What follows belongs to an exercise in optimizing a design on an open flow for small area and a short achievable clock period; a production flow would make more cautious choices. Function was checked by simulation only, so behaviour that the tests miss may differ from the original.

==> flow/design.v (excerpt) <==
module pa_pipeline(input         clk,
                   input         rst,
                   input [31:0]  instr_in,
                   input [1:0]   op_in,
                   output [4:0]  wb_addr,
                   output [31:0] wb_data);
Size in the first run: ~73 I/O pins, roughly 93,000 µm² of cells after synthesis.
==> flow/config.mk <==
export PLATFORM = sky130hd
export DESIGN_NAME = pa_pipeline
export DESIGN_NICKNAME = pa_pipeline
export VERILOG_FILES = /design/flow/design.v
export SDC_FILE = /design/flow/constraint.sdc
export NUM_CORES = 4
export LEC_CHECK = 0
export ABC_AREA = 1
export CAP_MARGIN = 20
export CORE_MARGIN = 2
export CORE_UTILIZATION = 50
export CTS_CLUSTER_DIAMETER = 60
export CTS_CLUSTER_SIZE = 24
export SLEW_MARGIN = 20
export SETUP_SLACK_MARGIN = 62.5
export BUFFER_PORTS_ARGS = -buffer_cell sky130_fd_sc_hd__buf_4
==> flow/constraint.sdc <==
create_clock -name core_clock -period 80.0 [get_ports {clk}]
set_input_delay 16.0000 -clock core_clock [delete_from_list [all_inputs] [get_ports {clk}]]
set_output_delay 16.0000 -clock core_clock [all_outputs]
set_load 0.01 [all_outputs]
standard.sh (not shown) runs the stock make flow with config.mk's settings and CLKGATE_MAP_FILE= SYNTH_SCRIPT=/design/flow/synth_recipe.tcl, a recipe that flattens the netlist after the stock synthesis.
==> flow/flow/run.sh <==
#!/bin/bash
# Own flow: the standard layout (standard synthesis, same clock and
# constraints), with the timing repair steps asked to leave 62.5 ns of
# setup slack at the 80 ns clock, so that they size and buffer the logic
# instead of stopping as soon as the 80 ns clock is met, and with plain
# buffers (buf_4) as the port buffers.
export SETUP_SLACK_MARGIN=62.5
echo "export SETUP_SLACK_MARGIN = 62.5" >> config.mk
echo "export BUFFER_PORTS_ARGS = -buffer_cell sky130_fd_sc_hd__buf_4" >> config.mk
cp config.mk config_used.txt
bash standard.sh > standard.log 2>&1
Next try:
Settings changed: CAP_MARGIN 20 to 40, CTS_BUF_LIST from default to sky130_fd_sc_hd__clkbuf_8, CTS_CLUSTER_DIAMETER 60 to default, CTS_CLUSTER_SIZE 24 to default, SLEW_MARGIN 20 to 40.
Effect:
- The changed run completed without violations
- maximum frequency went down by 1.0%
- utilization is higher by 0.65 points
- cell count rises by 1.9%
- die area is unchanged
- critical path depth stays the same
- routed wire length came out higher by 0.73%
- via count grows by 1.8%
- clock-buffer cell count rises by 145
- first-iteration DRC count went down by 0.75%
- synthesized area does not change
Next try:
--- a/flow/flow/run.sh
+++ b/flow/flow/run.sh
@@ -3 +3 @@
-# constraints), with the timing repair steps asked to leave 62.5 ns of
+# constraints), with the timing repair steps asked to leave 63 ns of
@@ -7,2 +7,2 @@
-export SETUP_SLACK_MARGIN=62.5
-echo "export SETUP_SLACK_MARGIN = 62.5" >> config.mk
+export SETUP_SLACK_MARGIN=63
+echo "export SETUP_SLACK_MARGIN = 63" >> config.mk
Settings changed: CAP_MARGIN 40 to 20, CORE_UTILIZATION 50 to 60, CTS_BUF_LIST sky130_fd_sc_hd__clkbuf_8 to default, SETUP_SLACK_MARGIN 62.5 to 63, SLEW_MARGIN 40 to 20.
What happened:
- final cell count goes down by a few percent
- non-clock buffer count goes up by 12
- global-route usage goes up by 10 points
- final area goes down slightly
Next try:
--- a/flow/flow/run.sh
+++ b/flow/flow/run.sh
@@ -3 +3 @@
-# constraints), with the timing repair steps asked to leave 63 ns of
+# constraints), with the timing repair steps asked to leave 62.5 ns of
@@ -7,2 +7,2 @@
-export SETUP_SLACK_MARGIN=63
-echo "export SETUP_SLACK_MARGIN = 63" >> config.mk
+export SETUP_SLACK_MARGIN=62.5
+echo "export SETUP_SLACK_MARGIN = 62.5" >> config.mk
Settings changed: CORE_UTILIZATION 60 to 50, CTS_CLUSTER_DIAMETER from default to 90, CTS_CLUSTER_SIZE from default to 20, SETUP_SLACK_MARGIN 63 to 62.5.
Result:
- cell count climbs by 1.8%
- register-to-register slack improves by 0.47 ns
- maximum frequency stays flat
- routed wire length drops by 4.7%
- non-clock buffer count drops by 28
- worst hold slack improves by 0.016 ns
- cell area drops by 2.0%
- via count drops by 6.5%
- setup slack degrades by 0.029 ns

========
Setup of MS:
The RTL this note starts from:
==> flow/design.v <==
module fetch(output [4:0]     rs,
             output [4:0]     rt,
             output [4:0]     rd,
             output reg [1:0] op,
             output           valid,
             input [31:0]     instr_in,
             input [1:0]      op_in,
             input            rst,
             input            clk);
   reg [31:0] instr;
   reg        live;
   always @(posedge clk) begin
      live  <= ~rst;
      instr <= instr_in;
      op    <= op_in;
   end
   assign valid = live & (instr != 32'd0);
   assign rs = instr[25:21];
   assign rt = instr[20:16];
   assign rd = instr[15:11];
endmodule  
module decode (output [31:0]  read_a,
               output [31:0]  read_b,
               input [4:0]    f_rs,
               input [4:0]    f_rt,
               input [1023:0] regfile);
   reg [31:0] a, b;
   integer    i;
   always @* begin
      a = 32'd0;
      b = 32'd0;
      for (i = 0; i < 32; i = i + 1) begin
         a = a | (regfile[i*32 +: 32] & {32{f_rs == i}});
         b = b | (regfile[i*32 +: 32] & {32{f_rt == i}});
      end
   end
   assign read_a = a;
   assign read_b = b;
endmodule  
module execute(output reg [4:0]  out_rd,
               output reg [31:0] out_data,
               output            wr_en,
               output [4:0]      wr_addr,
               output [31:0]     wr_data,
               input [31:0]      read_a,
               input [31:0]      read_b,
               input [4:0]       f_rd,
               input [1:0]       f_op,
               input             f_valid,
               input             rst,
               input             clk);
   localparam J0 = 25, J1 = 17, J2 = 11, J3 = 5;
   localparam WBK = 18;    
   function automatic [32:0] div_row;    
      input [31:0] rem;
      input [31:0] d;
      input integer j;
      input integer kind;
      reg [31:0] t, G, P, Gn, Pn;
      reg        dz, ge;
      integer    k, s, w, l;
      begin
         w = 32 - j;
         t = rem >> j;
         dz = 1'b1;
         for (k = 0; k < 32; k = k + 1)
           if (k >= w && d[k]) dz = 1'b0;
         for (k = 0; k < 32; k = k + 1) begin
            G[k] = ~t[k] & d[k];
            P[k] = ~t[k] | d[k];
         end
         if (kind == 0) begin
            for (s = 1; s < 32; s = s * 2) begin
               Gn = G; Pn = P;
               for (k = 0; k < 32; k = k + 1)
                 if (k >= s && k < w) begin
                    Gn[k] = G[k] | (P[k] & G[k-s]);
                    Pn[k] = P[k] & P[k-s];
                 end
               G = Gn; P = Pn;
            end
         end else if (kind == 1) begin
            for (s = 1; s < 32; s = s * 2)
              for (k = 2*s - 1; k < 32; k = k + 2*s)
                if (k < w) begin
                   G[k] = G[k] | (P[k] & G[k-s]);
                   P[k] = P[k] & P[k-s];
                end
            for (s = 8; s >= 1; s = s / 2)
              for (k = 3*s - 1; k < 32; k = k + 2*s)
                if (k < w) begin
                   G[k] = G[k] | (P[k] & G[k-s]);
                   P[k] = P[k] & P[k-s];
                end
         end else if (kind == 2) begin
            for (k = 1; k < 32; k = k + 1)
              if (k < w) begin
                 G[k] = G[k] | (P[k] & G[k-1]);
                 P[k] = P[k] & P[k-1];
              end
         end else begin
            for (s = 1; s < 32; s = s * 2)
              for (k = 0; k < 32; k = k + 1)
                if ((k & s) && k < w) begin
                   G[k] = G[k] | (P[k] & G[(k & ~(s-1)) - 1]);
                   P[k] = P[k] & P[(k & ~(s-1)) - 1];
                end
         end
         ge = dz & ~G[w-1];
         div_row[31:0] = rem;
         for (k = 0; k < 32; k = k + 1)
           if (k < w)
             div_row[j+k] = t[k] ^ (ge & (d[k] ^ (k == 0 ? 1'b0 : G[k-1])));
         div_row[32] = ge;
      end
   endfunction
   function automatic [31:0] booth_mul;
      input [31:0] a;
      input [31:0] b;
      reg [32:0] bx;
      reg [31:0] pp, sum;
      reg [2:0]  dig;
      reg        one, two, neg;
      integer    i, k;
      begin
         bx = {b, 1'b0};
         sum = 32'd0;
         for (i = 0; i < 16; i = i + 1) begin
            dig = bx[2*i +: 3];
            one = dig[0] ^ dig[1];
            two = (dig == 3'b011) | (dig == 3'b100);
            neg = dig[2] & ~(dig[1] & dig[0]);
            pp = 32'd0;
            for (k = 0; k < 32; k = k + 1)
              if (k >= 2*i)
                pp[k] = ((one & a[k-2*i]) | (two & (k > 2*i ? a[k-2*i-1] : 1'b0))) ^ neg;
            sum = sum + pp + ({31'd0, neg} << (2*i));
         end
         booth_mul = sum;
      end
   endfunction
   reg [31:0] r0, q0;
   always @* begin : c0
      reg [32:0] row;
      integer j;
      r0 = read_a;
      q0 = 32'd0;
      for (j = 31; j >= J0; j = j - 1) begin
         row = div_row(r0, read_b, j, 32 - j >= WBK ? 1 : 2);
         r0 = row[31:0];
         q0[j] = row[32];
      end
      if (f_op != 2'b11)
        r0 = read_a;
   end
   reg [31:0]  s1_rem, s1_b;
   reg [31:J0] s1_q;
   reg [1:0]   s1_op;
   reg [4:0]   s1_rd;
   reg         s1_v;
   always @(posedge clk) begin
      s1_v   <= f_valid & ~rst;
      s1_rem <= r0;
      s1_q   <= q0[31:J0];
      s1_b   <= read_b;
      s1_op  <= f_op;
      s1_rd  <= f_rd;
   end
   reg [31:0] r1, q1, res1;
   always @* begin : c1
      reg [32:0] row;
      integer j;
      r1 = s1_rem;
      q1 = 32'd0;
      q1[31:J0] = s1_q;
      for (j = J0 - 1; j >= J1; j = j - 1) begin
         row = div_row(r1, s1_b, j, 32 - j >= WBK ? 1 : 2);
         r1 = row[31:0];
         q1[j] = row[32];
      end
      case (s1_op)
        2'b00, 2'b01: res1 = s1_rem + (s1_b ^ {32{s1_op[0]}}) + s1_op[0];
        2'b10: res1 = booth_mul(s1_rem, s1_b);
        default: res1 = s1_b;
      endcase
   end
   reg [31:0]  s2_rem, s2_d;
   reg [31:J1] s2_q;
   reg         s2_div, s2_v;
   reg [4:0]   s2_rd;
   always @(posedge clk) begin
      s2_rem  <= r1;
      s2_q    <= q1[31:J1];
      s2_d    <= res1;
      s2_div  <= s1_op == 2'b11;
      s2_rd   <= s1_rd;
      s2_v    <= s1_v & ~rst;
   end
   reg [31:0] r2, q2;
   always @* begin : c2
      reg [32:0] row;
      integer j;
      r2 = s2_rem;
      q2 = 32'd0;
      q2[31:J1] = s2_q;
      for (j = J1 - 1; j >= J2; j = j - 1) begin
         row = div_row(r2, s2_d, j, 32 - j >= WBK ? 1 : 2);
         r2 = row[31:0];
         q2[j] = row[32];
      end
   end
   reg [31:0]  s3_rem, s3_d;
   reg [31:J2] s3_q;
   reg         s3_div, s3_v;
   reg [4:0]   s3_rd;
   always @(posedge clk) begin
      s3_rem  <= r2;
      s3_q    <= q2[31:J2];
      s3_d    <= s2_d;
      s3_div  <= s2_div;
      s3_rd   <= s2_rd;
      s3_v    <= s2_v & ~rst;
   end
   reg [31:0] r3, q3;
   always @* begin : c3
      reg [32:0] row;
      integer j;
      r3 = s3_rem;
      q3 = 32'd0;
      q3[31:J2] = s3_q;
      for (j = J2 - 1; j >= J3; j = j - 1) begin
         row = div_row(r3, s3_d, j, 32 - j >= WBK ? 1 : 2);
         r3 = row[31:0];
         q3[j] = row[32];
      end
   end
   reg [31:0]  s4_rem, s4_d;
   reg [31:J3] s4_q;
   reg         s4_div, s4_v;
   reg [4:0]   s4_rd;
   always @(posedge clk) begin
      s4_rem  <= r3;
      s4_q    <= q3[31:J3];
      s4_d    <= s3_d;
      s4_div  <= s3_div;
      s4_rd   <= s3_rd;
      s4_v    <= s3_v & ~rst;
   end
   reg [31:0] r4, q4;
   always @* begin : c4
      reg [32:0] row;
      integer j;
      r4 = s4_rem;
      q4 = 32'd0;
      q4[31:J3] = s4_q;
      for (j = J3 - 1; j >= 0; j = j - 1) begin
         row = div_row(r4, s4_d, j, 32 - j >= WBK ? 1 : 2);
         r4 = row[31:0];
         q4[j] = row[32];
      end
   end
   assign wr_en   = s4_v;
   assign wr_addr = s4_rd;
   assign wr_data = s4_div ? q4 : s4_d;
   always @(posedge clk) begin
      if (rst) begin
         out_rd   <= 5'd0;
         out_data <= 32'd0;
      end else if (s4_v) begin
         out_rd   <= wr_addr;
         out_data <= wr_data;
      end
   end
endmodule  
module writeback(output [1023:0] regfile,
                 input           write_en,
                 input [4:0]     write_addr,
                 input [31:0]    write_data,
                 input           rst,
                 input           clk);
   localparam [1023:0] INIT = {
      32'h45bafcea, 32'hee5789aa, 32'hea0c5a27, 32'h6f96f3f7,
      32'hf949358b, 32'h7542d788, 32'h0e2b660c, 32'hd2f99200,
      32'h9e5e40fb, 32'haf87bfe2, 32'h011635f4, 32'h786740fd,
      32'ha44e5587, 32'h87bbdd41, 32'hc75a7602, 32'hf3b1fbfa,
      32'h16de2d22, 32'h40b81c62, 32'he8064845, 32'h505200eb,
      32'h49afad3b, 32'hd369366a, 32'h5d7358e9, 32'h93d13470,
      32'h6604223b, 32'h187dfe03, 32'ha3c8a3e3, 32'haf33e6a0,
      32'h7b3cee55, 32'h2411d091, 32'h5db58acc, 32'h00000000};
   reg          rst_q;
   reg [1023:0] rf;
   assign regfile = rf;
   always @(posedge clk)
     rst_q <= rst;
   wire [31:0] data1 = write_data | {32{rst_q}};
   wire [31:0] data0 = write_data & ~{32{rst_q}};
   genvar i, b;
   generate
      for (i = 0; i < 32; i = i + 1) begin : g_reg
         wire en = rst_q | (write_en & (write_addr == i));
         for (b = 0; b < 32; b = b + 1) begin : g_bit
            always @(posedge clk)
              if (en)
                rf[i*32 + b] <= INIT[i*32 + b] ? data1[b] : data0[b];
         end
      end
   endgenerate
endmodule  
module pa_pipeline(input         clk,
                   input         rst,
                   input [31:0]  instr_in,
                   input [1:0]   op_in,
                   output [4:0]  wb_addr,
                   output [31:0] wb_data);
   wire [4:0]    f_rs, f_rt, f_rd;
   wire [1:0]    f_op;
   wire          f_valid;
   wire [31:0]   read_a, read_b;
   wire          wr_en;
   wire [4:0]    wr_addr;
   wire [31:0]   wr_data;
   wire [1023:0] regfile;
   fetch m0(f_rs, f_rt, f_rd, f_op, f_valid, instr_in, op_in, rst, clk);
   decode m1(read_a, read_b, f_rs, f_rt, regfile);
   execute m2(wb_addr, wb_data, wr_en, wr_addr, wr_data, read_a, read_b, f_rd,
              f_op, f_valid, rst, clk);
   writeback m3(regfile, wr_en, wr_addr, wr_data, rst, clk);
endmodule  
make LEC_CHECK=0 ABC_AREA=1 CAP_MARGIN=20 CORE_MARGIN=2 CORE_UTILIZATION=50 CTS_CLUSTER_DIAMETER=60 CTS_CLUSTER_SIZE=24 SLEW_MARGIN=20 finish   # period 80.0 ns
run.sh (not shown) runs the stock make flow with config.mk's settings and CLKGATE_MAP_FILE= SYNTH_SCRIPT=/design/flow/synth_recipe.tcl, a recipe that flattens the netlist after the stock synthesis.
Stock flow here: none of the scripts above is used.
MS: PASS, flow complete, no timing, DRC or antenna violations
Inputs modified between MS and AL:
- BUFFER_PORTS_ARGS now -buffer_cell sky130_fd_sc_hd__buf_4, previously not set
- CTS_CLUSTER_DIAMETER no longer set, was 60
- CTS_CLUSTER_SIZE no longer set, was 24
- SETUP_SLACK_MARGIN now 62.5, previously not set
==> flow/flow/run.sh (new file) <==
#!/bin/bash
# Own flow: the standard layout (standard synthesis, same clock and
# constraints), with the timing repair steps asked to leave 62.5 ns of
# setup slack at the 80 ns clock, so that they size and buffer the logic
# instead of stopping as soon as the 80 ns clock is met, and with plain
# buffers (buf_4) as the port buffers.
export SETUP_SLACK_MARGIN=62.5
echo "export SETUP_SLACK_MARGIN = 62.5" >> config.mk
echo "export BUFFER_PORTS_ARGS = -buffer_cell sky130_fd_sc_hd__buf_4" >> config.mk
cp config.mk config_used.txt
bash standard.sh > standard.log 2>&1
==> flow/standard.sh (new file) <==
#!/bin/bash
# synth_recipe.tcl (not shown) runs the flow's synth.tcl, then flattens the netlist and writes it again
# the make line also repeats each setting of config.mk as NAME=value (left out here)
make -C /OpenROAD-flow-scripts/flow DESIGN_CONFIG=/design/flow/config.mk WORK_HOME=/design/flow/orfs CLKGATE_MAP_FILE= SYNTH_SCRIPT=/design/flow/synth_recipe.tcl "${@:-finish}"
removed: flow/run.sh
Results
- AL finished every stage and its layout cleared the timing, DRC and antenna checks.
- In the reports for AL and MS, the larger met2 layer wire length in the routed design belongs to MS.
- In the tables for AL and MS, layout overhead on the synthesized area reads lower with MS.
- Worst hold slack across all endpoints ends up higher on MS.
- Relative to MS, non-clock buffer count decreased by 3 in AL.
- MS ended up with fewer cell instances than AL did.
- [AL] sequential portion of the cell area fell 0.35 points relative to MS

## re-timing with driven ports
No port has a modelled driver above. Below, the same layouts with a new extraction and two added sets of constraints.
Step 1 sets driving cells, clkbuf_16 on the clock port and buf_2 on the other inputs (assumed; they add their load-dependent delay and slew).
Step 2 moves the port delays by t, midway between the first and last clock arrival at a register: inputs arrive t later, outputs are due t later. That takes back most of the time a late clock gives input paths.
Three values: ideal, step 1, step 2; two values: the first two.
run	shift t [ns]	setup slack, ns	worst setup path at the end	worst data-port slew with drivers (ns)
the first run of note 1	0.879	62.693 / 62.603 / 62.961	input to register	0.04
the second run of note 1	1.094	62.514 / 62.432 / 62.914	input to register	0.04
the third run of note 1	0.911	62.730 / 62.636 / 62.535	input to register	0.05
the fourth run of note 1	0.853	62.700 / 62.611 / 62.959	input to register	0.05
MS	0.893	62.292 / 62.203 / 62.522	input to register	0.05
AL	0.930	62.676 / 62.576 / 62.951	input to register	0.05
After both steps every run listed still meets setup and hold. The setup slack of the third run of note 1, which loses most, moves by -0.094 ns with the drivers and by -0.195 ns with both steps.
